Source: an optimization exercise on an open RTL-to-GDS flow (aim: a short achievable clock period and few clock cycles). Production flows keep margins and buffers that such runs may drop. In this exercise RTL edits were held to simulation tests only and were not proved equivalent to the original. In every run shown here, the design's own scripts or RTL, not TritonCTS, make the clock network. No driver is modelled on the clock port, so clock power and skew are understated where the tree is cut down; a real chip needs a root buffer or a tree. Power figures rest on the tool's default switching activity, not on a simulated workload.

$ cat flow/design.v
`timescale 1ns/1ns
module reduction
#(
    parameter SOURCE_WIDTH = 640,
    parameter SOURCE_HEIGHT = 480,
    parameter SOURCE_DATA_WIDTH = 1,
    parameter SOURCE_ADDR_WIDTH = 19,
    parameter DEST_ADDR_WIDTH = 17,
    parameter DEST_DATA_WIDTH = 1
)
(
    input clk,
    input resetn,
    input go,
    input [SOURCE_DATA_WIDTH-1:0] source_data,
    output reg [SOURCE_ADDR_WIDTH-1:0] source_addr,
    output reg [DEST_ADDR_WIDTH-1:0] dest_addr,
    output reg [DEST_DATA_WIDTH-1:0] dest_data,
    output reg dest_write_enable,
    output reg done
);
    localparam AW = SOURCE_ADDR_WIDTH;
    localparam DW = DEST_ADDR_WIDTH;
    localparam BOXES_PER_ROW = SOURCE_WIDTH / 2;
    localparam NBOX = (SOURCE_WIDTH * SOURCE_HEIGHT) / 4;
    reg started;
    reg          v0, v1, v2;
    reg [1:0]    k0, k1, k2;
    reg [AW-2:0] s0, s1, s2;
    reg [DW-1:0] d0, d1, d2;
    reg [AW-1:0] ca2;        
    reg          dq;         
    reg [AW-2:0] ns;         
    reg [AW-2:0] rs;         
    reg [DW-1:0] nd;
    reg [8:0]    col;
    reg          lastcol, lastbox, exhausted;
    wire fin   = ~v2 | ~dq | (k2 == 2'd3);
    wire alloc = fin & started & ~exhausted;
    wire [AW-1:0] tl1 = {s1, 1'b0};
    wire [AW-1:0] bl1 = tl1 + SOURCE_WIDTH;
    always @(posedge clk) begin
        if (!resetn)
            started <= 1'b0;
        else if (go)
            started <= 1'b1;
    end
    always @(posedge clk) begin
        v1 <= v0; k1 <= k0; s1 <= s0; d1 <= d0;
        v2 <= v1; k2 <= k1; s2 <= s1; d2 <= d1;
        case (k1)
            2'd0:    ca2 <= bl1 | 1'b1;      
            2'd1:    ca2 <= tl1 | 1'b1;      
            default: ca2 <= bl1;             
        endcase
        dq <= source_data[0];
        if (fin) begin
            v0 <= alloc;
            k0 <= 2'd0;
            s0 <= ns;
            d0 <= nd;
            source_addr <= {ns, 1'b0};
        end else begin
            v0 <= 1'b1;
            k0 <= k2 + 2'd1;
            s0 <= s2;
            d0 <= d2;
            source_addr <= ca2;
        end
        dest_addr <= d2;
        dest_data <= dq;
        dest_write_enable <= v2 & (~dq | (k2 == 2'd3));
        if (!resetn) begin
            v0 <= 1'b0;
            v1 <= 1'b0;
            v2 <= 1'b0;
            dest_write_enable <= 1'b0;
        end
    end
    always @(posedge clk) begin
        if (!started) begin
            ns <= 0;
            rs <= SOURCE_WIDTH;
            nd <= 0;
            col <= 0;
            lastcol <= 1'b0;
            lastbox <= 1'b0;
            exhausted <= 1'b0;
        end else if (alloc) begin
            nd <= nd + 1'b1;
            if (lastcol) begin
                ns <= rs;
                rs <= rs + SOURCE_WIDTH;
                col <= 0;
                lastcol <= 1'b0;
            end else begin
                ns <= ns + 1'b1;
                col <= col + 1'b1;
                lastcol <= (col == BOXES_PER_ROW - 2);
            end
            lastbox <= (nd == NBOX - 2);
            exhausted <= lastbox;
        end
    end
    always @(posedge clk) begin
        if (!resetn)
            done <= 1'b0;
        else
            done <= started & exhausted & ~v0 & ~v1 & ~v2;
    end
endmodule
$ cat flow/flow/run.sh
#!/bin/bash
# Standard synthesis and placement; a hand-built two-level clock tree with
# timing repair aiming for a wide setup margin (flow/cts.tcl) in place of
# ORFS's CTS step; then ORFS's routing and finishing with the same margin.
# The design's clock and constraints are unchanged.
set -euo pipefail
MARGIN=9.9
bash standard.sh synth > synth.log 2>&1
bash standard.sh place > place.log 2>&1
export RESULTS=$PWD/orfs/results/sky130hd/reduction/base
export FLOWDIR=$PWD/flow
export MARGIN CTS_NTOP=4 CTS_NLEAF=16 CTS_TOP_BUF=sky130_fd_sc_hd__clkinv_16 CTS_LEAF_BUF=sky130_fd_sc_hd__clkinv_8
export DONT_USE="sky130_fd_sc_hd__probe_p_8 sky130_fd_sc_hd__probec_p_8 sky130_fd_sc_hd__lpflow_*"
openroad -no_init -exit flow/cts.tcl > cts.log 2>&1
bash standard.sh SETUP_SLACK_MARGIN=$MARGIN finish > finish.log 2>&1
$ cat flow/flow/cts.tcl
# Clock tree and timing repair in place of ORFS's CTS step: reads the placed
# design, builds a two-level clock tree by hand (mcts.tcl), repairs setup
# with a wide margin and then hold, and writes ORFS's 4_1_cts.odb and 4_cts.sdc.
set P $::env(FLOW_HOME)/platforms/sky130hd
set R $::env(RESULTS)
read_lef $P/lef/sky130_fd_sc_hd.tlef
read_lef $P/lef/sky130_fd_sc_hd_merged.lef
read_liberty $P/lib/sky130_fd_sc_hd__tt_025C_1v80.lib
read_db $R/3_place.odb
read_sdc $R/3_place.sdc
source $P/setRC.tcl
set_dont_use $::env(DONT_USE)

source $::env(FLOWDIR)/mcts.tcl
manual_cts $::env(CTS_NTOP) $::env(CTS_NLEAF) $::env(CTS_TOP_BUF) $::env(CTS_LEAF_BUF)
detailed_placement
set_propagated_clock [all_clocks]
estimate_parasitics -placement
report_clock_latency
report_checks -path_delay max -format full_clock_expanded

repair_timing -setup -setup_margin $::env(MARGIN) -repair_tns 100 -verbose
detailed_placement
estimate_parasitics -placement
repair_timing -hold -hold_margin 0.05 -verbose
detailed_placement
check_placement -verbose
estimate_parasitics -placement
report_clock_latency
report_checks -path_delay max -format full_clock_expanded
report_checks -path_delay max -group_path_count 5
report_checks -path_delay min

write_db $R/4_1_cts.odb
write_sdc $R/4_cts.sdc
$ cat flow/flow/mcts.tcl
# Manual two-level clock tree: the clock port drives NTOP clock buffers (or inverters),
# each drives some of NLEAF leaf clock buffers, and each leaf buffer feeds
# one cluster of registers (balanced k-means on positions). Every register
# sees the same two buffer stages.
proc mcts_cluster {pts nk} {
  # pts: list of {x y}; returns {assignment centres}
  set n [llength $pts]
  set cap [expr {int(ceil(double($n)/$nk))}]
  set sorted [lsort -real -index 0 $pts]
  set cx {}; set cy {}
  for {set k 0} {$k < $nk} {incr k} {
    set s [lindex $sorted [expr {int(($k+0.5)*$n/$nk)}]]
    lappend cx [lindex $s 0]; lappend cy [lindex $s 1]
  }
  for {set iter 0} {$iter < 40} {incr iter} {
    set pairs {}
    set i 0
    foreach s $pts {
      for {set k 0} {$k < $nk} {incr k} {
        set dx [expr {[lindex $s 0]-[lindex $cx $k]}]
        set dy [expr {[lindex $s 1]-[lindex $cy $k]}]
        lappend pairs [list $i $k [expr {$dx*$dx+$dy*$dy}]]
      }
      incr i
    }
    set pairs [lsort -real -index 2 $pairs]
    array unset asg; array unset cnt
    for {set k 0} {$k < $nk} {incr k} {set cnt($k) 0; set sx($k) 0.0; set sy($k) 0.0}
    foreach p $pairs {
      lassign $p i k d
      if {[info exists asg($i)]} continue
      if {$cnt($k) >= $cap} continue
      set asg($i) $k; incr cnt($k)
    }
    for {set i 0} {$i < $n} {incr i} {
      set k $asg($i)
      set sx($k) [expr {$sx($k)+[lindex $pts $i 0]}]
      set sy($k) [expr {$sy($k)+[lindex $pts $i 1]}]
    }
    set cx {}; set cy {}
    for {set k 0} {$k < $nk} {incr k} {
      lappend cx [expr {$sx($k)/max(1,$cnt($k))}]
      lappend cy [expr {$sy($k)/max(1,$cnt($k))}]
    }
  }
  set a {}
  for {set i 0} {$i < $n} {incr i} {lappend a $asg($i)}
  return [list $a $cx $cy]
}

proc mcts_buffer {block master name innet x y} {
  set inst [odb::dbInst_create $block $master $name]
  set net [odb::dbNet_create $block "${name}_net"]
  $net setSigType CLOCK
  [$inst findITerm A] connect $innet
  foreach it [$inst getITerms] {
    if {[$it isOutputSignal]} { $it connect $net }
  }
  set w [[$inst getMaster] getWidth]
  set h [[$inst getMaster] getHeight]
  $inst setLocation [expr {int($x - $w/2)}] [expr {int($y - $h/2)}]
  $inst setPlacementStatus PLACED
  return $net
}

proc manual_cts {ntop nleaf top_master_name leaf_master_name} {
  set block [ord::get_db_block]
  set db [ord::get_db]
  set tmaster [$db findMaster $top_master_name]
  set lmaster [$db findMaster $leaf_master_name]
  set clknet [$block findNet clk]
  set sinks {}
  set pts {}
  foreach it [$clknet getITerms] {
    set bb [[$it getInst] getBBox]
    lappend sinks $it
    lappend pts [list [expr {([$bb xMin]+[$bb xMax])/2.0}] [expr {([$bb yMin]+[$bb yMax])/2.0}]]
  }
  lassign [mcts_cluster $pts $nleaf] lasg lcx lcy
  set lpts {}
  for {set k 0} {$k < $nleaf} {incr k} {lappend lpts [list [lindex $lcx $k] [lindex $lcy $k]]}
  lassign [mcts_cluster $lpts $ntop] tasg tcx tcy
  for {set t 0} {$t < $ntop} {incr t} {
    set tnet($t) [mcts_buffer $block $tmaster "clkbuf_top_$t" $clknet [lindex $tcx $t] [lindex $tcy $t]]
  }
  for {set k 0} {$k < $nleaf} {incr k} {
    set lnet($k) [mcts_buffer $block $lmaster "clkbuf_leaf_$k" $tnet([lindex $tasg $k]) [lindex $lcx $k] [lindex $lcy $k]]
  }
  set i 0
  foreach it $sinks {
    $it disconnect
    $it connect $lnet([lindex $lasg $i])
    incr i
  }
  puts "manual_cts: [llength $sinks] sinks, $nleaf leaf and $ntop top buffers"
}
$ cat flow/standard.sh
#!/bin/bash
# synth_recipe.tcl (not shown) runs the flow's synth.tcl, then flattens the netlist and writes it again
# the make line also repeats each setting of config.mk as NAME=value (left out here)
make -C /OpenROAD-flow-scripts/flow DESIGN_CONFIG=/design/flow/config.mk WORK_HOME=/design/flow/orfs CLKGATE_MAP_FILE= SYNTH_SCRIPT=/design/flow/synth_recipe.tcl "${@:-finish}"
$ cat flow/config.mk
export PLATFORM = sky130hd
export DESIGN_NAME = reduction
export DESIGN_NICKNAME = reduction
export VERILOG_FILES = /design/flow/design.v
export SDC_FILE = /design/flow/constraint.sdc
export NUM_CORES = 4
export LEC_CHECK = 0
export ABC_CLOCK_PERIOD_IN_PS = 10000
export CAP_MARGIN = 20
export CORE_MARGIN = 2
export CORE_UTILIZATION = 40
export PLACE_DENSITY = 0.6
export SLEW_MARGIN = 20
$ cat flow/constraint.sdc
create_clock -name core_clock -period 13.0 [get_ports {clk}]
set_input_delay 2.6000 -clock core_clock [delete_from_list [all_inputs] [get_ports {clk}]]
set_output_delay 2.6000 -clock core_clock [all_outputs]
set_load 0.01 [all_outputs]
==> run notes, run 1 <==
register area share after synthesis=0.622; biggest cell delay along the critical path=0.32 ns; Synth Cell Area=7080 sq um; cell breakdown of the critical path=buf_6; # port buffers=42; Nets=755; ant diodes=0; Synth async-reset ratio=0; R2R Path End=nd[13]; Arr. time, crit path=0.58 ns; vias per cell=5.00; Final Skew=0.0157 ns; fin crit share=0.244; final wirelength=13.4 mm; HP Start=d1[16]; DRC violations left=0; CP max-delay cell=dfxtp_2; first-pass GRT wire length=22.9 mm; fin util=0.462; R2R setup slack=10.30 ns; via count=4834; Routed Antenna Nets=0; Syn-to-layout area delta=12.7%; total negative slack=0 ns; most frequent cells in the layout=dfxtp_1 (202), nand2_1 (161), nor2_1 (35); post-layout minimum cycle time=3.18 ns; Post-synth EDFFs=0; most common cell after layout, fill and taps aside=dfxtp_1; TritonRoute pass-1 iters=4; delay-heaviest family, CP=flip-flops; WS Path Type=reg -> out; actual slew at the worst max-slew pin=0.931 ns; worst-path maximum fanout=2; Worst slew margin=0.373; Iter 0 DRT Violations=291; Synth Instances=712; endpoints failing setup=0; WL per Instance=13.9 um; Net Count, Synth=724; status=complete, no violations; maxcap violations=0; RSZ-0062 raised after global routing=yes; Hold Fails Final Rpt=0; worst hold path depth=0; largest net degree at the start of global routing=86; PnR worst setup slack=9.82 ns; Die X-Extent=137 um; cells on worst reg2reg path=6; initial core utilization=0.410; worst hold endpoint=d2[16]; Worst EP required=10.40 ns; filler cell count in the final layout=1634; Lkg Pwr=3.14 nW; Worst-Skew Late Latency=0.15 ns; gpl congestion=0.783; Tot GR Track Use=0.145; RR Startpoint=k2[0]; Avg Cell Area, Syn=9.95 sq um; die area=18800 sq um; DPL Wire Length=8.45 mm; Final Max Tran Viols=0; chip height=137 um; dpl ws=9.37 ns; GRT Residual Overflow=0; worst path bufs/invs=1; ys flop type=dfxtp_1; row count=48; Yosys cell types=54; Cell Pwr Density=131 nW/um^2; #FFs+latches synth=220; Min-Delay Path Class=reg -> reg; Crit. End Element=output pin; worst vdd ir=0.0998 mV; core area=17300 sq um; WHS=0.308 ns; Clk pin slew, worst setup/hold paths=0.06 ns; I/O pins=43; share of layout cells above drive strength 1=0.127; Ys Warns=1; initial antenna violation count=0; number of global-route vias before repair=4844; crit start category=register; Peak Freq=0.315 GHz
## kinds of logic (layout without fill, tap and decap cells)
kind of cell               count (synthesis)  after routing  share of synthesized area
xor gates and xnor gates                  36             36                     0.0445
and+or+nand+nor                          311            311                      0.212
buffers and inverters                     49             78                     0.0304
AOI/OAI and AO/OA                         84             84                     0.0712
DFF                                      220            220                      0.622
muxes                                      4              4                    0.00583
adders and majority gates                  8              8                     0.0141
## power by group
group	internal (mW)	switching [mW]	leakage (nW)
Sequential	0.679	0.00306	1.78
Clock	0.0793	0.262	0.156
Combinational	0.00707	0.0157	1.20
## per-layer routing
metal | wire length, um | global-route usage | vias up
li1 | - | - | 2447
met1 | 6220 | 0.194 | 2258
met2 | 6250 | 0.247 | 97
met3 | 626 | 0.0178 | 32
met4 | 350 | 0.0367 | 0
met5 | 0 | 0 | -
## through the flow
stage	total power, mW	cells	cell area (sq um)
5_1_grt	1.09	966	7990
3_5_place_dp	0.721	946	7650
6_report	1.05	966	7990
3_3_place_gp	0.720	946	7650
2_1_floorplan	0.712	712	7080
## cell usage after synthesis, drive strengths merged, types with 4 or more instances
| cell | n | area share |
|---|---|---|
| nor4b | 6 | 0.0074 |
| buf | 11 | 0.010 |
| xor2 | 13 | 0.016 |
| nor2b | 4 | 0.0035 |
| nor2 | 35 | 0.019 |
| xnor2 | 23 | 0.028 |
| and2 | 5 | 0.0044 |
| o31ai | 6 | 0.0064 |
| nand4 | 12 | 0.014 |
| nor3 | 14 | 0.0099 |
| nand2 | 161 | 0.085 |
| o211ai | 4 | 0.0042 |
| or3 | 12 | 0.011 |
| inv | 11 | 0.0058 |
| a21oi | 29 | 0.020 |
| ha | 8 | 0.014 |
| clkbuf | 27 | 0.014 |
| dfxtp | 220 | 0.62 |
| or4 | 14 | 0.015 |
| o21ai | 25 | 0.018 |
| nor4 | 8 | 0.0071 |
| nand3 | 21 | 0.015 |
## area by class of cell
type	instances	area, sq um	area share
inverter	31	422	0.0528
multi-input combinational	443	2480	0.311
sequential	220	4430	0.554
tap	225	282	0.0352
timing repair buffer	47	373	0.0467
## worst max-delay path by stage
stage	to	slack, ns	start	cells after the start
6_report	source_addr[3]	9.82	s0[2]	1
2_1_floorplan	source_addr[1]	9.99	s0[0]	1
3_5_place_dp	done	9.37	resetn	3
5_1_grt	dest_addr[4]	9.79	dest_addr[4]	1
3_3_place_gp	done	9.39	resetn	3
## flip-flops by register name, indices dropped and copies added, names as in the netlist, 17 cells and up
register	count
ns	18
s1	18
dest_addr	17
nd	17
d2	17
ca2	19
d1	17
d0	17
s0	18
Testbench counts, summed over its fixed seeds: cycles 561,903.
==> inputs of run 2 (changes only) <==
--- a/flow/flow/run.sh
+++ b/flow/flow/run.sh
@@ -10,5 +10,5 @@
 export RESULTS=$PWD/orfs/results/sky130hd/reduction/base
 export FLOWDIR=$PWD/flow
-export MARGIN CTS_NTOP=4 CTS_NLEAF=16 CTS_TOP_BUF=sky130_fd_sc_hd__clkinv_16 CTS_LEAF_BUF=sky130_fd_sc_hd__clkinv_8
+export MARGIN CTS_NTOP=4 CTS_NLEAF=32 CTS_TOP_BUF=sky130_fd_sc_hd__clkinv_16 CTS_LEAF_BUF=sky130_fd_sc_hd__clkinv_4
 export DONT_USE="sky130_fd_sc_hd__probe_p_8 sky130_fd_sc_hd__probec_p_8 sky130_fd_sc_hd__lpflow_*"
 openroad -no_init -exit flow/cts.tcl > cts.log 2>&1
==> run notes, run 2 <==
status=complete, no violations; Ys Warns=1; Final Cell Area=8010 sq um; Multi-input gate area=2480 sq um; fin util=0.463; routing usage on met2=0.247; most common cell after layout, fill and taps aside=dfxtp_1; GR Util met3=0.0244; max FFs per register=19; Worst slew margin=0.368; Hold Fails Final Rpt=0; vias per cell=5.04; DRC violations left=0; GRT Residual Overflow=0; Cell Pwr Density=131 nW/um^2; Syn-to-layout area delta=13.1%; initial core utilization=0.410; worst-path maximum fanout=2; Synth Cell Area=7080 sq um; Yosys cell types=54; # port buffers=42; worst path bufs/invs=1; filler cell count in the final layout=1659; endpoints failing setup=0; Inst Count DP=946; Post-synth EDFFs=0; fin crit share=0.246; first-pass GRT wire length=23.1 mm; Final Max Tran Viols=0; top-count cell post-synth=dfxtp_1; Net Count, Synth=724; cell breakdown of the critical path=buf_6; Yosys top cell area share=0.622; largest net degree at the start of global routing=86; DPL Wire Length=8.45 mm; Avg Cell Area, Syn=9.95 sq um; #FFs+latches synth=220; I/O pins=43; chip height=137 um; DP Area=7650 sq um; Iter 0 DRT Violations=289; Peak Freq=0.312 GHz; ant diodes=0; Min-Delay Path Class=reg -> reg; total negative slack=0 ns; GR peak layer=met2; RSZ-0062 raised after global routing=yes; total power=1.05 mW; die area=18800 sq um; TritonRoute pass-1 iters=4; final wirelength=13.4 mm; ys flop type=dfxtp_1; Tot GR Track Use=0.146; worst vdd ir=0.0703 mV; gpl congestion=0.783; Synth top cells by count=dfxtp_1 (220), nand2_1 (161), nor2_1 (35); initial antenna violation count=0; CP max-delay cell=dfxtp_2; Synth async-reset ratio=0; Area contributors post-synth=dfxtp_1 (62%), nand2_1 (8.5%), xnor2_1 (2.8%), a21oi_1 (2.0%), nor2_1 (1.9%); Nets=771; WL per Instance=13.6 um; Die X-Extent=137 um; core area=17300 sq um; GR Layer Usage met1=0.188; actual slew at the worst max-slew pin=0.939 ns; via count=4947; Most flops, register=ca2; most frequent cells in the layout=dfxtp_1 (201), nand2_1 (161), nor2_1 (35); Lkg Pwr=3.16 nW; register area share after synthesis=0.622; number of global-route vias before repair=5022; post-layout minimum cycle time=3.20 ns; Final Skew=0.0287 ns; Crit. End Element=output pin; area occupied by registers=4430 sq um; Clk pin slew, worst setup/hold paths=0.05 ns; row count=48; WS Path Type=reg -> out; Arr. time, crit path=0.60 ns; Synth area leader=dfxtp_1; Synth Instances=712; Worst-Skew Late Latency=0.16 ns; biggest cell delay along the critical path=0.32 ns; Routed Antenna Nets=0; Worst EP required=10.40 ns; crit start category=register; final non-filler cell total=982; share of layout cells above drive strength 1=0.147; maxcap violations=0; delay-heaviest family, CP=flip-flops
-- run 2: changes by cell type in the layout (fill, tap and decap cells not counted) --
cell | before | now
buf_6 | 18 | 19
clkinv_8 | 16 | 0
dfxtp_2 | 18 | 19
dfxtp_1 | 202 | 201
buf_2 | 21 | 20
clkinv_4 | 0 | 32
-- run 2: cell type report --
class | count | area share
repair buffers | 47 | 0.0473
flip-flops and latches | 220 | 0.553
inverters | 47 | 0.0551
multi-input cells | 443 | 0.310
well taps | 225 | 0.0351
-- run 2: layer usage --
metal / up-vias / routed length (um) / share of wire
met4: 0 / 363 / 0.027
met1: 2299 / 6090 / 0.45
met2: 115 / 6170 / 0.46
met5: - / 0 / 0
met3: 37 / 765 / 0.057
li1: 2496 / - / -
-- run 2: cell families (layout without fill, tap and decap cells) --
| group | count (synthesis) | after routing | synth area share |
|---|---|---|---|
| muxes | 4 | 4 | 0.00583 |
| DFF | 220 | 220 | 0.622 |
| and+or+nand+nor | 311 | 311 | 0.212 |
| xor gates and xnor gates | 36 | 36 | 0.0445 |
| AOI/OAI and AO/OA | 84 | 84 | 0.0712 |
| buffers and inverters | 49 | 94 | 0.0304 |
| adders and majority gates | 8 | 8 | 0.0141 |
-- run 2: power by group --
part           switching, mW  internal (mW)  leakage [nW]
Clock                  0.264         0.0801         0.177
Sequential           0.00303          0.680          1.79
Combinational         0.0158        0.00707          1.20
Total                  0.283          0.767          3.16
-- run 2: worst paths after layout --
kind	start	to	slack [ns]	cells after the start
worst max-delay path	s0[2]	source_addr[3]	9.80	1
worst min-delay path	k0[0]	k1[0]	0.31	0
worst max register to register	k2[0]	nd[15]	10.35	6
worst min register to register	k0[0]	k1[0]	0.31	0
-- run 2: per-stage QoR --
| step | setup WS [ns] | hold WS, ns |
|---|---|---|
| 3_3_place_gp | 9.39 | 0.310 |
| 6_report | 9.80 | 0.315 |
| 2_1_floorplan | 9.99 | 0.310 |
| 3_5_place_dp | 9.37 | 0.312 |
| 5_1_grt | 9.78 | 0.323 |
==> inputs of run 3 (changes only) <==
--- a/flow/flow/run.sh
+++ b/flow/flow/run.sh
@@ -10,5 +10,5 @@
 export RESULTS=$PWD/orfs/results/sky130hd/reduction/base
 export FLOWDIR=$PWD/flow
-export MARGIN CTS_NTOP=4 CTS_NLEAF=32 CTS_TOP_BUF=sky130_fd_sc_hd__clkinv_16 CTS_LEAF_BUF=sky130_fd_sc_hd__clkinv_4
+export MARGIN CTS_NTOP=4 CTS_NLEAF=24 CTS_TOP_BUF=sky130_fd_sc_hd__clkinv_16 CTS_LEAF_BUF=sky130_fd_sc_hd__clkinv_2
 export DONT_USE="sky130_fd_sc_hd__probe_p_8 sky130_fd_sc_hd__probec_p_8 sky130_fd_sc_hd__lpflow_*"
 openroad -no_init -exit flow/cts.tcl > cts.log 2>&1
==> run notes, run 3 <==
DRC violations left=0; #FFs+latches synth=220; Die X-Extent=137 um; number of global-route vias before repair=4916; delay-heaviest family, CP=flip-flops; worst hold path depth=0; ys flop type=dfxtp_1; top-count cell post-synth=dfxtp_1; Nets=763; GRT Residual Overflow=0; Syn-to-layout area delta=10.9%; Hold Fails Final Rpt=0; fin crit share=0.246; Crit. End Element=output pin; share of layout cells above drive strength 1=0.138; status=complete, no violations; Routed Antenna Nets=0; actual slew at the worst max-slew pin=0.934 ns; Worst slew margin=0.372; I/O pins=43; worst path bufs/invs=1; Tot GR Track Use=0.144; cell count along the critical path=1; Ys Warns=1; max FFs per register=19; Post-synth EDFFs=0; initial core utilization=0.410; Arr. time, crit path=0.60 ns; Synth top cells by count=dfxtp_1 (220), nand2_1 (161), nor2_1 (35); WL per Instance=13.7 um; Area contributors post-synth=dfxtp_1 (62%), nand2_1 (8.5%), xnor2_1 (2.8%), a21oi_1 (2.0%), nor2_1 (1.9%); dpl ws=9.37 ns; WHS=0.329 ns; via count=4881; row count=48; # port buffers=42; Net Count, Synth=724; RSZ-0062 raised after global routing=yes; endpoints failing setup=0; most frequent cells in the layout=dfxtp_1 (201), nand2_1 (160), nor2_1 (35); PnR worst setup slack=9.80 ns; maxcap violations=0; initial antenna violation count=0; Iter 0 DRT Violations=313; Avg Cell Area, Syn=9.95 sq um; WS Path Type=reg -> out; cell breakdown of the critical path=buf_2; first-pass GRT wire length=22.9 mm; Synth Instances=712; Synth area leader=dfxtp_1; register area share after synthesis=0.622; Clk pin slew, worst setup/hold paths=0.10 ns; Synth async-reset ratio=0; cells on worst reg2reg path=6; Yosys top cell area share=0.622; ant diodes=0; gpl congestion=0.783; Peak Freq=0.313 GHz; CP max-delay cell=dfxtp_1; Lkg Pwr=3.12 nW; most common cell after layout, fill and taps aside=dfxtp_1; Final Max Tran Viols=0; worst vdd ir=0.0612 mV; Synth Cell Area=7080 sq um; Inst Count DP=946; worst-path maximum fanout=1; final wirelength=13.3 mm; biggest cell delay along the critical path=0.33 ns; core area=17300 sq um; Worst-Skew Late Latency=0.15 ns; crit start category=register; die area=18800 sq um; final non-filler cell total=974; post-layout minimum cycle time=3.20 ns; Most flops, register=ca2; Final Skew=0.0319 ns; TritonRoute pass-1 iters=4; total negative slack=0 ns; Min-Delay Path Class=reg -> reg; Worst EP required=10.40 ns; DPL Wire Length=8.45 mm; chip height=137 um; largest net degree at the start of global routing=86; Cell Pwr Density=123 nW/um^2; vias per cell=5.01; Yosys cell types=54
## run 3: cells by family (layout without fill, tap and decap cells)
family	after synthesis	in the layout	share of synthesized area
DFF	220	220	0.622
AOI/OAI and AO/OA	84	84	0.0712
adders and majority gates	8	8	0.0141
and+or+nand+nor	311	311	0.212
buffers and inverters	49	86	0.0304
muxes	4	4	0.00583
xor gates and xnor gates	36	36	0.0445
## run 3: final timing paths
| kind | start | end | slack, ns |
|---|---|---|---|
| setup / recovery | source_addr[0] | source_addr[0] | 9.80 |
| hold / removal | s0[7] | s1[7] | 0.33 |
| setup reg to reg | k2[0] | nd[13] | 10.30 |
| hold reg to reg | s0[7] | s1[7] | 0.33 |
## run 3: area by class of cell
cell class,instances,area [sq um]
multi-input cells,443,2480
flip-flops and latches,220,4430
repair buffers,47,379
inverters,39,282
well taps,225,282
fillers,1655,9440
## run 3: stage by stage
| step | power, mW | utilization | cell area [sq um] |
|---|---|---|---|
| floorplan | 0.712 | - | 7080 |
| finish | 0.963 | 0.454 | 7850 |
| detailed placement | 0.721 | 0.442 | 7650 |
| global route | 1.01 | 0.454 | 7850 |
| global placement | 0.720 | 0.442 | 7650 |
## run 3: layer usage
metal / global-route usage / routed length [um]
met3: 0.0215 / 585
met1: 0.190 / 6260
met5: 0 / 0
met4: 0.0407 / 306
met2: 0.246 / 6190
## run 3: where the power goes
| part | internal (mW) | switching (mW) |
|---|---|---|
| Clock | 0.0516 | 0.206 |
| Sequential | 0.680 | 0.00307 |
| Combinational | 0.00706 | 0.0159 |
==> inputs of run 4 (changes only) <==
--- a/flow/flow/run.sh
+++ b/flow/flow/run.sh
@@ -10,5 +10,5 @@
 export RESULTS=$PWD/orfs/results/sky130hd/reduction/base
 export FLOWDIR=$PWD/flow
-export MARGIN CTS_NTOP=4 CTS_NLEAF=24 CTS_TOP_BUF=sky130_fd_sc_hd__clkinv_16 CTS_LEAF_BUF=sky130_fd_sc_hd__clkinv_2
+export MARGIN CTS_NTOP=4 CTS_NLEAF=12 CTS_TOP_BUF=sky130_fd_sc_hd__clkinv_16 CTS_LEAF_BUF=sky130_fd_sc_hd__clkinv_8
 export DONT_USE="sky130_fd_sc_hd__probe_p_8 sky130_fd_sc_hd__probec_p_8 sky130_fd_sc_hd__lpflow_*"
 openroad -no_init -exit flow/cts.tcl > cts.log 2>&1
==> run notes, run 4 <==
Crit. End Element=output pin; share of layout cells above drive strength 1=0.123; vias per cell=5.04; ys flop type=dfxtp_1; Worst-Skew Late Latency=0.15 ns; Synth async-reset ratio=0; initial antenna violation count=0; RSZ-0062 raised after global routing=yes; #FFs+latches synth=220; number of global-route vias before repair=4813; worst hold path depth=0; Nets=751; Min-Delay Path Class=reg -> reg; Final Cell Area=7930 sq um; biggest cell delay along the critical path=0.32 ns; area occupied by registers=4430 sq um; Synth Instances=712; Synth Cell Area=7080 sq um; HP Start=d1[13]; most frequent cells in the layout=dfxtp_1 (201), nand2_1 (161), nor2_1 (35); endpoints failing setup=0; worst vdd ir=0.0753 mV; filler cell count in the final layout=1648; Area contributors post-synth=dfxtp_1 (62%), nand2_1 (8.5%), xnor2_1 (2.8%), a21oi_1 (2.0%), nor2_1 (1.9%); Yosys cell types=54; cell count along the critical path=1; CP max-delay cell=dfxtp_1; fin crit share=0.245; Net Count, Synth=724; Most flops, register=ca2; chip height=137 um; delay-heaviest family, CP=flip-flops; total negative slack=0 ns; Synth area leader=dfxtp_1; Yosys top cell area share=0.622; Clk pin slew, worst setup/hold paths=0.08 ns; cells on worst reg2reg path=6; top-count cell post-synth=dfxtp_1; DPL Wire Length=8.45 mm; Routed Antenna Nets=0; WL per Instance=13.7 um; die area=18800 sq um; Ys Warns=1; # port buffers=42; Worst EP required=10.40 ns; DP Area=7650 sq um; worst-path maximum fanout=1; largest net degree at the start of global routing=86; TritonRoute pass-1 iters=4; register area share after synthesis=0.622; first-pass GRT wire length=22.7 mm; Peak Freq=0.313 GHz; WS Path Type=reg -> out; Avg Cell Area, Syn=9.95 sq um; worst path bufs/invs=1; Syn-to-layout area delta=11.9%; Lkg Pwr=3.11 nW; Hold Fails Final Rpt=0; Arr. time, crit path=0.59 ns; final wirelength=13.2 mm; Synth top cells by count=dfxtp_1 (220), nand2_1 (161), nor2_1 (35); CP startpoint=source_addr[0]; Tot GR Track Use=0.143; total power=1.01 mW; gpl congestion=0.783; Multi-input gate area=2480 sq um; Final Skew=0.0150 ns; actual slew at the worst max-slew pin=0.921 ns; Cell Pwr Density=127 nW/um^2; DRC violations left=0; most common cell after layout, fill and taps aside=dfxtp_1; Die X-Extent=137 um; Post-synth EDFFs=0; I/O pins=43; core area=17300 sq um; initial core utilization=0.410; maxcap violations=0; post-layout minimum cycle time=3.19 ns; WHS=0.326 ns; row count=48; Final Max Tran Viols=0; via count=4850; Iter 0 DRT Violations=296; ant diodes=0; crit start category=register; cell breakdown of the critical path=buf_2; Worst slew margin=0.380; max FFs per register=19; status=complete, no violations; GRT Residual Overflow=0; RR Startpoint=k2[0]
## run 4: cell counts after synthesis
Identical to the previous run, type by type.
## run 4: path summary, 6_finish.rpt
check	slack, ns	to
worst max-delay path	9.81	source_addr[0]
worst min-delay path	0.33	d2[13]
worst max register to register	10.34	nd[13]
worst min register to register	0.33	d2[13]
## run 4: worst reg2reg max path: stages, from the launching register on
cell and delay [ns]:
dfxtp_1 0.34, ha_1 0.18, and3b_2 0.20, buf_4 0.32
or4_1 0.87, or4_1 0.53, a21oi_1 0.15
## run 4: layer usage
metal,GRT usage,vias to the layer above,wire [um]
met5,0,-,0
met4,0.0321,0,270
met3,0.0167,24,613
met2,0.244,99,6160
met1,0.194,2278,6180
li1,-,2449,-
## run 4: final cells by class
class | count | share of cell area
flip-flops and latches | 220 | 0.558
multi-input cells | 443 | 0.313
repair buffers | 47 | 0.0478
inverters | 27 | 0.0450
well taps | 225 | 0.0355
## run 4: cells by family after synthesis
| group | share of synthesized area |
|---|---|
| compound gates | 0.0712 |
| xor+xnor | 0.0445 |
| fa+ha+maj | 0.0141 |
| buf+inv | 0.0304 |
| flops | 0.622 |
| mux | 0.00583 |
| simple gates | 0.212 |
## run 4: stage by stage
step | util | instances | setup WS, ns
5_1_grt | 0.458 | 962 | 9.79
2_1_floorplan | - | 712 | 9.99
3_3_place_gp | 0.442 | 946 | 9.39
3_5_place_dp | 0.442 | 946 | 9.37
6_report | 0.458 | 962 | 9.81
## run 4: where the power goes
part / switching (mW) / internal [mW]
Clock: 0.234 / 0.0677
Combinational: 0.0159 / 0.00707
Sequential: 0.00307 / 0.678
Total: 0.253 / 0.753
==> inputs of run 5 (changes only) <==
--- a/flow/flow/run.sh
+++ b/flow/flow/run.sh
@@ -10,5 +10,5 @@
 export RESULTS=$PWD/orfs/results/sky130hd/reduction/base
 export FLOWDIR=$PWD/flow
-export MARGIN CTS_NTOP=4 CTS_NLEAF=12 CTS_TOP_BUF=sky130_fd_sc_hd__clkinv_16 CTS_LEAF_BUF=sky130_fd_sc_hd__clkinv_8
+export MARGIN CTS_NTOP=4 CTS_NLEAF=24 CTS_TOP_BUF=sky130_fd_sc_hd__clkinv_16 CTS_LEAF_BUF=sky130_fd_sc_hd__clkinv_4
 export DONT_USE="sky130_fd_sc_hd__probe_p_8 sky130_fd_sc_hd__probec_p_8 sky130_fd_sc_hd__lpflow_*"
 openroad -no_init -exit flow/cts.tcl > cts.log 2>&1
--- a/flow/config.mk
+++ b/flow/config.mk
@@ -9,5 +9,5 @@
 export CAP_MARGIN = 20
 export CORE_MARGIN = 2
-export CORE_UTILIZATION = 40
-export PLACE_DENSITY = 0.6
+export CORE_UTILIZATION = 70
+export PLACE_DENSITY = 0.85
 export SLEW_MARGIN = 20
==> run notes, run 5 <==
status=complete, no violations; worst hold endpoint=d1[13]; most frequent cells in the layout=dfxtp_1 (198), nand2_1 (161), nor2_1 (35); crit start category=register; Synth async-reset ratio=0; top-count cell post-synth=dfxtp_1; Clk pin slew, worst setup/hold paths=0.07 ns; Nets=761; chip height=105 um; Yosys cell types=54; R2R setup slack=10.26 ns; maxcap violations=0; row count=36; Hold Fails Final Rpt=0; Avg Cell Area, Syn=9.95 sq um; worst path bufs/invs=1; Tot GR Track Use=0.265; Die X-Extent=105 um; Worst EP required=10.40 ns; DRC violations left=0; Peak Freq=0.315 GHz; HP Start=d0[13]; Iter 0 DRT Violations=277; first-pass GRT wire length=24.2 mm; register area share after synthesis=0.622; GRT Residual Overflow=0; fin crit share=0.245; Synth Cell Area=7080 sq um; WL per Instance=16.4 um; #FFs+latches synth=220; TritonRoute pass-1 iters=5; Worst-Skew Late Latency=0.14 ns; DPL Wire Length=9.12 mm; worst vdd ir=0.0969 mV; Final Max Tran Viols=0; R2R Path End=lastbox; endpoints failing setup=0; register share of total power=0.674; filler cell count in the final layout=661; Min-Delay Path Class=reg -> reg; post-layout minimum cycle time=3.18 ns; Routed Antenna Nets=0; total negative slack=0 ns; I/O pins=43; Post-synth EDFFs=0; biggest cell delay along the critical path=0.33 ns; largest net degree at the start of global routing=86; # port buffers=42; ys flop type=dfxtp_1; final wirelength=14.4 mm; delay-heaviest family, CP=flip-flops; number of global-route vias before repair=5171; via count=5092; cells on worst reg2reg path=4; internal power=0.755 mW; cell count along the critical path=1; actual slew at the worst max-slew pin=1.10 ns; CP max-delay cell=dfxtp_2; initial antenna violation count=0; Final Cell Area=7830 sq um; gpl congestion=0.854; core area=9820 sq um; Clock Power Share=0.305; Synth Instances=712; Synth area leader=dfxtp_1; worst-path maximum fanout=2; Net Count, Synth=724; RR Startpoint=started; worst hold path depth=0; WS Path Type=reg -> out; Most flops, register=ca2; Final Skew=0.0187 ns; share of layout cells above drive strength 1=0.139; max FFs per register=19; cell breakdown of the critical path=buf_6; Syn-to-layout area delta=10.5%; Synth top cells by count=dfxtp_1 (220), nand2_1 (161), nor2_1 (35); Crit. End Element=output pin; vias per cell=5.79; Yosys top cell area share=0.622; die area=10900 sq um; Cell Pwr Density=129 nW/um^2; DP Area=7520 sq um; RSZ-0062 raised after global routing=yes; Arr. time, crit path=0.58 ns; combinational power share=0.021; initial core utilization=0.721; sw power=0.258 mW; Lkg Pwr=3.11 nW; most common cell after layout, fill and taps aside=dfxtp_1; ant diodes=0; Worst slew margin=0.261; switching part of the total power=0.255; Area contributors post-synth=dfxtp_1 (62%), nand2_1 (8.5%), xnor2_1 (2.8%), a21oi_1 (2.0%), nor2_1 (1.9%); Ys Warns=1
==> run 5: routing by layer <==
layer	track usage	vias to the layer above	routed length (um)
li1	-	2468	-
met1	0.310	2422	5820
met2	0.499	162	7480
met3	0.0374	40	672
met4	0.0810	0	417
met5	0	-	0
==> run 5: worst max-delay path by stage <==
stage | start | end
floorplan | s0[0] | source_addr[1]
global placement | resetn | done
detailed placement | resetn | done
global route | s0[2] | source_addr[3]
finish | s0[2] | source_addr[3]
==> run 5: layout make-up <==
class,instances,area (sq um),share of cell area
Tap cell,133,166,0.0213
Multi-Input combinational cell,443,2470,0.316
Timing Repair Buffer,45,383,0.0489
Inverter,39,372,0.0475
Sequential cell,220,4430,0.566
==> run 5: kinds of logic (layout without fill, tap and decap cells) <==
logic type	after synthesis	count (layout)	share of synthesized area
adders and majority gates	8	8	0.0141
muxes	4	4	0.00583
and+or+nand+nor	311	311	0.212
buffers and inverters	49	84	0.0304
DFF	220	220	0.622
xor gates and xnor gates	36	36	0.0445
AOI/OAI and AO/OA	84	84	0.0712
==> run 5: per-stage QoR <==
step           total power [mW]   util  std cells  hold slack, ns  setup slack [ns]
6_report                   1.01  0.797        880           0.320              9.82
5_1_grt                    1.05  0.797        880           0.324              9.80
3_5_place_dp              0.720  0.766        852           0.312              9.34
3_3_place_gp              0.718  0.766        852           0.311              9.41
2_1_floorplan             0.712      -        712           0.310              9.99
==> run 5: power groups by stage <==
stage	Clock, mW	Combinational (mW)	Sequential [mW]
final	0.309	0.0211	0.683
after global routing	0.347	0.0230	0.684
after detailed placement	0	0.0210	0.699
after global placement	0	0.0203	0.698
after floorplan	0	0.0148	0.697
==> inputs of run 6 (changes only) <==
--- a/flow/config.mk
+++ b/flow/config.mk
@@ -9,5 +9,5 @@
 export CAP_MARGIN = 20
 export CORE_MARGIN = 2
-export CORE_UTILIZATION = 70
-export PLACE_DENSITY = 0.85
+export CORE_UTILIZATION = 60
+export PLACE_DENSITY = 0.75
 export SLEW_MARGIN = 20
==> run notes, run 6 <==
GRT Residual Overflow=0; ys flop type=dfxtp_1; combinational power share=0.021; status=complete, no violations; most frequent cells in the layout=dfxtp_1 (206), nand2_1 (161), nor2_1 (35); via count=5014; DRC violations left=0; initial core utilization=0.618; Lkg Pwr=3.11 nW; cell breakdown of the critical path=buf_6; Worst slew margin=0.409; Synth Cell Area=7080 sq um; Die X-Extent=113 um; largest net degree at the start of global routing=86; endpoints failing setup=0; Clock Power Share=0.302; first-pass GRT wire length=22.0 mm; Net Count, Synth=724; Min-Delay Path Class=reg -> reg; switching part of the total power=0.252; Synth async-reset ratio=0; Nets=762; worst path bufs/invs=1; CP max-delay cell=dfxtp_2; actual slew at the worst max-slew pin=0.886 ns; Clk pin slew, worst setup/hold paths=0.06 ns; Cell Pwr Density=129 nW/um^2; ant diodes=0; Hold Fails Final Rpt=0; sw power=0.254 mW; max FFs per register=19; core area=11500 sq um; Most flops, register=ca2; Iter 0 DRT Violations=277; biggest cell delay along the critical path=0.32 ns; crit start category=register; worst vdd ir=0.0901 mV; Crit. End Element=output pin; chip height=113 um; maxcap violations=0; # port buffers=42; Avg Cell Area, Syn=9.95 sq um; share of layout cells above drive strength 1=0.130; worst-path maximum fanout=2; total power=1.01 mW; Synth area leader=dfxtp_1; row count=39; die area=12700 sq um; Final Skew=0.0176 ns; Worst-Skew Late Latency=0.14 ns; Peak Freq=0.315 GHz; Post-synth EDFFs=0; top-count cell post-synth=dfxtp_1; Yosys cell types=54; post-layout minimum cycle time=3.17 ns; I/O pins=43; number of global-route vias before repair=4710; register area share after synthesis=0.622; delay-heaviest family, CP=flip-flops; RSZ-0062 raised after global routing=yes; Area contributors post-synth=dfxtp_1 (62%), nand2_1 (8.5%), xnor2_1 (2.8%), a21oi_1 (2.0%), nor2_1 (1.9%); Ys Warns=1; Routed Antenna Nets=0; Arr. time, crit path=0.57 ns; Final Max Tran Viols=0; register share of total power=0.678; internal power=0.755 mW; TritonRoute pass-1 iters=5; Synth top cells by count=dfxtp_1 (220), nand2_1 (161), nor2_1 (35); fin crit share=0.244; vias per cell=5.63; Synth Instances=712; Tot GR Track Use=0.203; most common cell after layout, fill and taps aside=dfxtp_1; total negative slack=0 ns; Syn-to-layout area delta=9.93%; Yosys top cell area share=0.622; final wirelength=12.9 mm; DPL Wire Length=8.37 mm; Worst EP required=10.40 ns; WS Path Type=reg -> out; WL per Instance=14.5 um; #FFs+latches synth=220; gpl congestion=0.876; initial antenna violation count=0
-- run 6: routing by layer --
| metal | track usage | vias to the layer above | routed length (um) |
|---|---|---|---|
| met5 | 0 | - | 0 |
| met4 | 0.0512 | 0 | 290 |
| met3 | 0.0373 | 32 | 775 |
| met2 | 0.343 | 144 | 6230 |
| met1 | 0.271 | 2366 | 5630 |
| li1 | - | 2472 | - |
-- run 6: power by group through the flow --
stage          sequential (mW)  combinational, mW  clock (mW)
2_1_floorplan            0.697             0.0148           0
3_3_place_gp             0.698             0.0209           0
3_5_place_dp             0.699             0.0214           0
5_1_grt                  0.684             0.0235       0.346
6_report                 0.683             0.0211       0.304
-- run 6: cells by family after synthesis --
logic type      after synthesis  synth area share
fa+ha+maj                     8            0.0141
compound gates               84            0.0712
xor+xnor                     36            0.0445
buf+inv                      49            0.0304
mux                           4           0.00583
flops                       220             0.622
simple gates                311             0.212
-- run 6: worst paths after layout --
path,depth (start not counted),slack [ns],from,to
max,1,9.83,s0[0],source_addr[1]
min,0,0.32,d0[1],d1[1]
max reg2reg,6,10.19,k2[0],nd[13]
min reg2reg,0,0.32,d0[1],d1[1]
-- run 6: final cells by class --
class	instances	area [sq um]
multi-input combinational	443	2470
fill	909	3680
inverter	39	372
timing repair buffer	46	340
tap	143	179
sequential	220	4420
-- run 6: per-stage QoR --
stage	instance area, sq um	utilization	cells	hold slack [ns]	setup slack, ns
after global routing	7790	0.679	891	0.322	9.80
after detailed placement	7540	0.658	863	0.313	9.39
final	7790	0.679	891	0.320	9.83
after floorplan	7080	-	712	0.310	9.99
after global placement	7540	0.658	863	0.310	9.38
==> inputs of run 7 (changes only) <==
--- a/flow/config.mk
+++ b/flow/config.mk
@@ -9,5 +9,5 @@
 export CAP_MARGIN = 20
 export CORE_MARGIN = 2
-export CORE_UTILIZATION = 60
-export PLACE_DENSITY = 0.75
+export CORE_UTILIZATION = 40
+export PLACE_DENSITY = 0.6
 export SLEW_MARGIN = 20
==> run notes, run 7 <==
status=complete, no violations; Avg Cell Area, Syn=9.95 sq um; combinational power share=0.023; cell breakdown of the critical path=buf_6; Iter 0 DRT Violations=256; largest net degree at the start of global routing=86; worst-path maximum fanout=2; Routed Antenna Nets=0; core area=17300 sq um; Min-Delay Path Class=reg -> reg; RSZ-0062 raised after global routing=yes; WL per Instance=13.7 um; most common cell after layout, fill and taps aside=dfxtp_1; Worst-Skew Late Latency=0.14 ns; share of layout cells above drive strength 1=0.136; register share of total power=0.675; ys flop type=dfxtp_1; Synth Instances=712; maxcap violations=0; Syn-to-layout area delta=12.1%; max FFs per register=19; Tot GR Track Use=0.144; filler cell count in the final layout=1649; cells on worst reg2reg path=5; ant diodes=0; R2R Path End=lastbox; cell count along the critical path=1; fin crit share=0.244; total negative slack=0 ns; GR Util met3=0.0204; internal power=0.755 mW; number of global-route vias before repair=4912; endpoints failing setup=0; worst hold endpoint=s1[7]; crit start category=register; I/O pins=43; Die X-Extent=137 um; Arr. time, crit path=0.57 ns; final wirelength=13.4 mm; delay-heaviest family, CP=flip-flops; register area share after synthesis=0.622; Synth top cells by count=dfxtp_1 (220), nand2_1 (161), nor2_1 (35); actual slew at the worst max-slew pin=0.927 ns; Lkg Pwr=3.13 nW; worst vdd ir=0.0758 mV; Clock Power Share=0.303; Clk pin slew, worst setup/hold paths=0.06 ns; vias per cell=4.97; most frequent cells in the layout=dfxtp_1 (201), nand2_1 (161), nor2_1 (35); initial core utilization=0.410; first-pass GRT wire length=22.9 mm; Final Max Tran Viols=0; HP Start=s0[7]; GRT Residual Overflow=0; WS Path Type=reg -> out; chip height=137 um; Net Count, Synth=724; Yosys cell types=54; biggest cell delay along the critical path=0.33 ns; initial antenna violation count=0; DPL Wire Length=8.45 mm; Cell Pwr Density=127 nW/um^2; Final Skew=0.0175 ns; routing usage on met2=0.247; Worst EP required=10.40 ns; Hold Fails Final Rpt=0; #FFs+latches synth=220; GR peak layer=met2; Ys Warns=1; gpl congestion=0.783; # port buffers=42; Nets=763; Crit. End Element=output pin; Most flops, register=ca2; row count=48; worst hold path depth=0; DRC violations left=0; top-count cell post-synth=dfxtp_1; TritonRoute pass-1 iters=4; switching part of the total power=0.252; sw power=0.255 mW; Synth async-reset ratio=0; via count=4841; GR Layer Usage met1=0.190; Post-synth EDFFs=0; Area contributors post-synth=dfxtp_1 (62%), nand2_1 (8.5%), xnor2_1 (2.8%), a21oi_1 (2.0%), nor2_1 (1.9%); die area=18800 sq um; Synth Cell Area=7080 sq um; Synth area leader=dfxtp_1; WHS=0.322 ns; post-layout minimum cycle time=3.17 ns; Peak Freq=0.315 GHz; RR Startpoint=started; CP max-delay cell=dfxtp_2; Yosys top cell area share=0.622; R2R setup slack=10.11 ns; worst path bufs/invs=1; Worst slew margin=0.376
[run 7: cell count changes in the layout (fill, tap and decap cells not counted), sizes merged]
cell  before  now
buf       43   44
[run 7: per-layer routing]
metal	wire (um)	vias up
li1	-	2474
met1	6070	2233
met2	6220	109
met3	761	25
met4	330	0
met5	0	-
[run 7: how the worst max path moves through the flow]
stage / slack, ns / start / to
2_1_floorplan: 9.99 / s0[0] / source_addr[1]
3_3_place_gp: 9.39 / resetn / done
3_5_place_dp: 9.37 / resetn / done
5_1_grt: 9.79 / dest_addr[4] / dest_addr[4]
6_report: 9.83 / s0[2] / source_addr[3]
[run 7: layout make-up]
cell class	count	area, sq um	area share
flip-flops and latches	220	4430	0.558
repair buffers	47	379	0.0477
multi-input cells	443	2480	0.312
inverters	39	372	0.0468
well taps	225	282	0.0354
[run 7: cells by family (layout without fill, tap and decap cells)]
group,count (synthesis),after routing,synth area share
multiplexers,4,4,0.00583
AND/OR/NAND/NOR,311,311,0.212
AO/OA/AOI/OAI,84,84,0.0712
XOR/XNOR,36,36,0.0445
buffers and inverters,49,86,0.0304
adder cells (fa/ha/maj),8,8,0.0141
flip-flops,220,220,0.622
[run 7: power groups by stage]
stage	sequential [mW]	combinational, mW	clock, mW
floorplan	0.697	0.0148	0
finish	0.682	0.0228	0.306
detailed placement	0.697	0.0234	0
global route	0.682	0.0259	0.356
global placement	0.697	0.0231	0
[run 7: metrics by stage]
stage                     std cells  total power, mW   util  setup WS, ns  instance area [sq um]
after floorplan                 712            0.712      -          9.99                   7080
after detailed placement        946            0.721  0.442          9.37                   7650
after global placement          946            0.720  0.442          9.39                   7650
after global routing            974             1.06  0.459          9.79                   7940
final                           974             1.01  0.459          9.83                   7940

separate check: timing with driven ports:
No port has a modelled driver above. Below, the same layouts with a new extraction and two added sets of constraints.
Step 1 sets driving cells, clkbuf_16 on the clock port and buf_2 on the other inputs (assumed; they add their load-dependent delay and slew).
Step 2 moves the port delays by t, midway between the first and last clock arrival at a register: inputs arrive t later, outputs are due t later. That takes back most of the time a late clock gives input paths.
a / b / c = ideal / step 1 / step 2; a / b = the first two.
run	shift t [ns]	slack for setup (ns)	worst setup path after step 2	worst slew at a driven data input, ns	pins driven straight from the clock port
run 1	0.364	9.823 / 9.604 / 9.793	input to register	0.03	4
run 2	0.360	9.798 / 9.583 / 9.827	input to register	0.03	4
run 3	0.348	9.803 / 9.590 / 9.831	input to register	0.03	4
run 4	0.352	9.810 / 9.599 / 9.824	input to register	0.03	4
run 5	0.341	9.820 / 9.613 / 9.800	input to register	0.04	4
run 6	0.342	9.829 / 9.622 / 9.818	input to register	0.03	4
run 7	0.347	9.828 / 9.610 / 9.791	input to register	0.03	4
After both steps every run listed still meets setup and hold. For run 7, which loses most, drivers alone change the setup slack by -0.218 ns; drivers and shift together by -0.037 ns.
